What follows belongs to an exercise in optimizing a design on an open flow for small area and a short achievable clock period; a production flow would make more cautious choices. Power figures rest on the tool's default switching activity, not on a simulated workload.

before:
// FloatingPoint_Multiplier_Complete
module FloatingPoint_Multiplier_Complete (
    input wire         clk,
    input wire         rst,
    input  wire [15:0] a,
    input  wire [15:0] b,
    output reg  [15:0] result,
    output reg         overflow,
    output reg         underflow
);
Size in the first run: roughly 94 flip-flops, about 6500 um^2 of cells after synthesis.
Settings: LEC_CHECK=0, ABC_CLOCK_PERIOD_IN_PS=2500, CAP_MARGIN=20, CORE_MARGIN=2, CORE_UTILIZATION=55, CTS_BUF_LIST=sky130_fd_sc_hd__clkbuf_8, SETUP_SLACK_MARGIN=4.7, SLEW_MARGIN=20; clock period 7.5 ns.
standard.sh (not shown) runs the stock make flow with config.mk's settings and CLKGATE_MAP_FILE= SYNTH_SCRIPT=/design/flow/synth_recipe.tcl, a recipe that flattens the netlist after the stock synthesis.
==> flow/flow/run.sh <==
#!/bin/bash
# Own layout flow: the standard flow (standard.sh) with two changes:
#  - synthesis runs Yosys's synth without its generic "abc -fast" pass
#    (-noabc), so the full adders written in the RTL reach extract_fa as
#    written instead of being remapped first; everything else in
#    synth_recipe.tcl (flatten, renames, registers) is unchanged;
#  - port buffers use the buffer cell named in flow/ports.txt.
# Each tool's output is in the ORFS logs under orfs/logs; make's own output
# goes to flow.log here.
set -euo pipefail
here=$(pwd)
first=$(head -n 1 synth_recipe.tcl)
if [[ "$first" != 'proc synth {args} { yosys synth -nofsm -noshare {*}$args }' ]]; then
  echo "unexpected first line of synth_recipe.tcl: $first" >&2
  exit 1
fi
{ echo 'proc synth {args} { yosys synth -nofsm -noshare -noabc {*}$args }'; tail -n +2 synth_recipe.tcl; } > own_synth.tcl
buf=$(tr -d ' \n' < flow/ports.txt)
sed -e "s#SYNTH_SCRIPT=[^ ]*#SYNTH_SCRIPT=$here/own_synth.tcl 'BUFFER_PORTS_ARGS=-buffer_cell $buf'#" standard.sh > own_standard.sh
grep -q own_synth.tcl own_standard.sh
bash own_standard.sh > flow.log 2>&1
==> flow/flow/ports.txt <==
sky130_fd_sc_hd__buf_1
The flow did not stop early for before: all stages ran, and the layout cleared the timing, DRC and antenna checks.
> inputs changed (before -> after)
-- flow/design.v --
<<< before, line 553
    wire c9 = (r2_a[8] & r2_b[8]) | ((r2_a[8] ^ r2_b[8]) & r2_cin);
    wire ones920 = ((r2_a[9] ^ r2_b[9]) ^ c9) & ((r2_a[9] & r2_b[9]) ^ (r2_a[10] ^ r2_b[10])) & ((r2_a[10] & r2_b[10]) ^ (r2_a[11] ^ r2_b[11])) & ((r2_a[11] & r2_b[11]) ^ (r2_a[12] ^ r2_b[12])) & ((r2_a[12] & r2_b[12]) ^ (r2_a[13] ^ r2_b[13])) & ((r2_a[13] & r2_b[13]) ^ (r2_a[14] ^ r2_b[14])) & ((r2_a[14] & r2_b[14]) ^ (r2_a[15] ^ r2_b[15])) & ((r2_a[15] & r2_b[15]) ^ (r2_a[16] ^ r2_b[16])) & ((r2_a[16] & r2_b[16]) ^ (r2_a[17] ^ r2_b[17])) & ((r2_a[17] & r2_b[17]) ^ (r2_a[18] ^ r2_b[18])) & ((r2_a[18] & r2_b[18]) ^ (r2_a[19] ^ r2_b[19])) & ((r2_a[19] & r2_b[19]) ^ (r2_a[20] ^ r2_b[20]));
    wire r0_top = hi_s13 | ones920;    
    wire r1_a0_1 = hi_s3 & hi_s2;
    wire r1_a0_2 = hi_s4 & hi_s3;
>>> after, line 553
    wire c9 = (r2_a[8] & r2_b[8]) | ((r2_a[8] ^ r2_b[8]) & r2_cin);
    wire ones920 = ((r2_a[9] ^ r2_b[9]) ^ c9) & ((r2_a[9] & r2_b[9]) ^ (r2_a[10] ^ r2_b[10])) & ((r2_a[10] & r2_b[10]) ^ (r2_a[11] ^ r2_b[11])) & ((r2_a[11] & r2_b[11]) ^ (r2_a[12] ^ r2_b[12])) & ((r2_a[12] & r2_b[12]) ^ (r2_a[13] ^ r2_b[13])) & ((r2_a[13] & r2_b[13]) ^ (r2_a[14] ^ r2_b[14])) & ((r2_a[14] & r2_b[14]) ^ (r2_a[15] ^ r2_b[15])) & ((r2_a[15] & r2_b[15]) ^ (r2_a[16] ^ r2_b[16])) & ((r2_a[16] & r2_b[16]) ^ (r2_a[17] ^ r2_b[17])) & ((r2_a[17] & r2_b[17]) ^ (r2_a[18] ^ r2_b[18])) & ((r2_a[18] & r2_b[18]) ^ (r2_a[19] ^ r2_b[19])) & ((r2_a[19] & r2_b[19]) ^ (r2_a[20] ^ r2_b[20]));
    wire r0_top = hi_C13 ? (~hi_p13 | ones920) : (hi_p13 | ones920);    
    wire r1_a0_1 = hi_s3 & hi_s2;
    wire r1_a0_2 = hi_s4 & hi_s3;
<<< before, line 595
    wire [9:0] mant0 = {r0_9, r0_8, r0_7, r0_6, r0_5, r0_4, r0_3, r0_2, r0_1, r0_0} & ~{9'd0, tie0};
    wire [9:0] mant1 = {r1_9, r1_8, r1_7, r1_6, r1_5, r1_4, r1_3, r1_2, r1_1, r1_0} & ~{9'd0, tie1};
    wire [9:0] mant  = hi_s13 ? mant1 : mant0;
    wire       r2_zero = &r2_es;
    wire       ovf0 = r2_es >= 6'd46;
>>> after, line 595
    wire [9:0] mant0 = {r0_9, r0_8, r0_7, r0_6, r0_5, r0_4, r0_3, r0_2, r0_1, r0_0} & ~{9'd0, tie0};
    wire [9:0] mant1 = {r1_9, r1_8, r1_7, r1_6, r1_5, r1_4, r1_3, r1_2, r1_1, r1_0} & ~{9'd0, tie1};
    wire [9:0] mant  = r0_top ? mant1 : mant0;
    wire       r2_zero = &r2_es;
    wire       ovf0 = r2_es >= 6'd46;
Notes after the runs:
From before to after the numbers moved as follows: via count of the first global-routing pass up 1.6%; post-route cell area up about 3.7%; global routing usage on met1 up 1.2 points; sequential power flat; number of inverters outside the clock class in the layout up 2.8%. Higher compound-cell area share of the yosys netlist goes to after over before. Vias: after more than before. before consumes less power than after. after | status: complete | timing, DRC, antenna: pass. before finished every stage and its layout cleared the timing, DRC and antenna checks. Compared with before, in after combinational fraction of design power now sits higher, leftover overflow at the end of global routing now sits at about the same level, final worst setup slack fell by 0.049 ns, sequential share of layout area has decreased.
Function was not checked in any run of this note: the RTL went through the layout flow alone.

## what the ideal ports hide
No port has a modelled driver above. Below, the same layouts with a new extraction and two added sets of constraints.
Step 1: set_driving_cell puts a clkbuf_16 on clk and a buf_2 on each other input, an assumption about the parent block.
Step 2 times the ports against the registers' clock, not the clock port: input delays grow and output delays shrink by t, the midpoint of the rising clock arrivals with the driver on.
a / b / c = ideal ports / drivers / drivers and shift; a / b = the first two.
run | shift t [ns] | slack for setup (ns) | clock arrival spread, ns | worst data-port slew with drivers (ns) | cell pins on the clock port's net
before | 0.410 | 4.779 / 4.749 / 4.545 | 0.009 / 0.009 | 0.03 | 1
after | 0.411 | 4.729 / 4.729 / 4.585 | 0.008 / 0.008 | 0.04 | 1
After both steps every run listed still meets setup and hold. For before, which loses most, drivers alone change the setup slack by -0.030 ns; drivers and shift together by -0.234 ns.
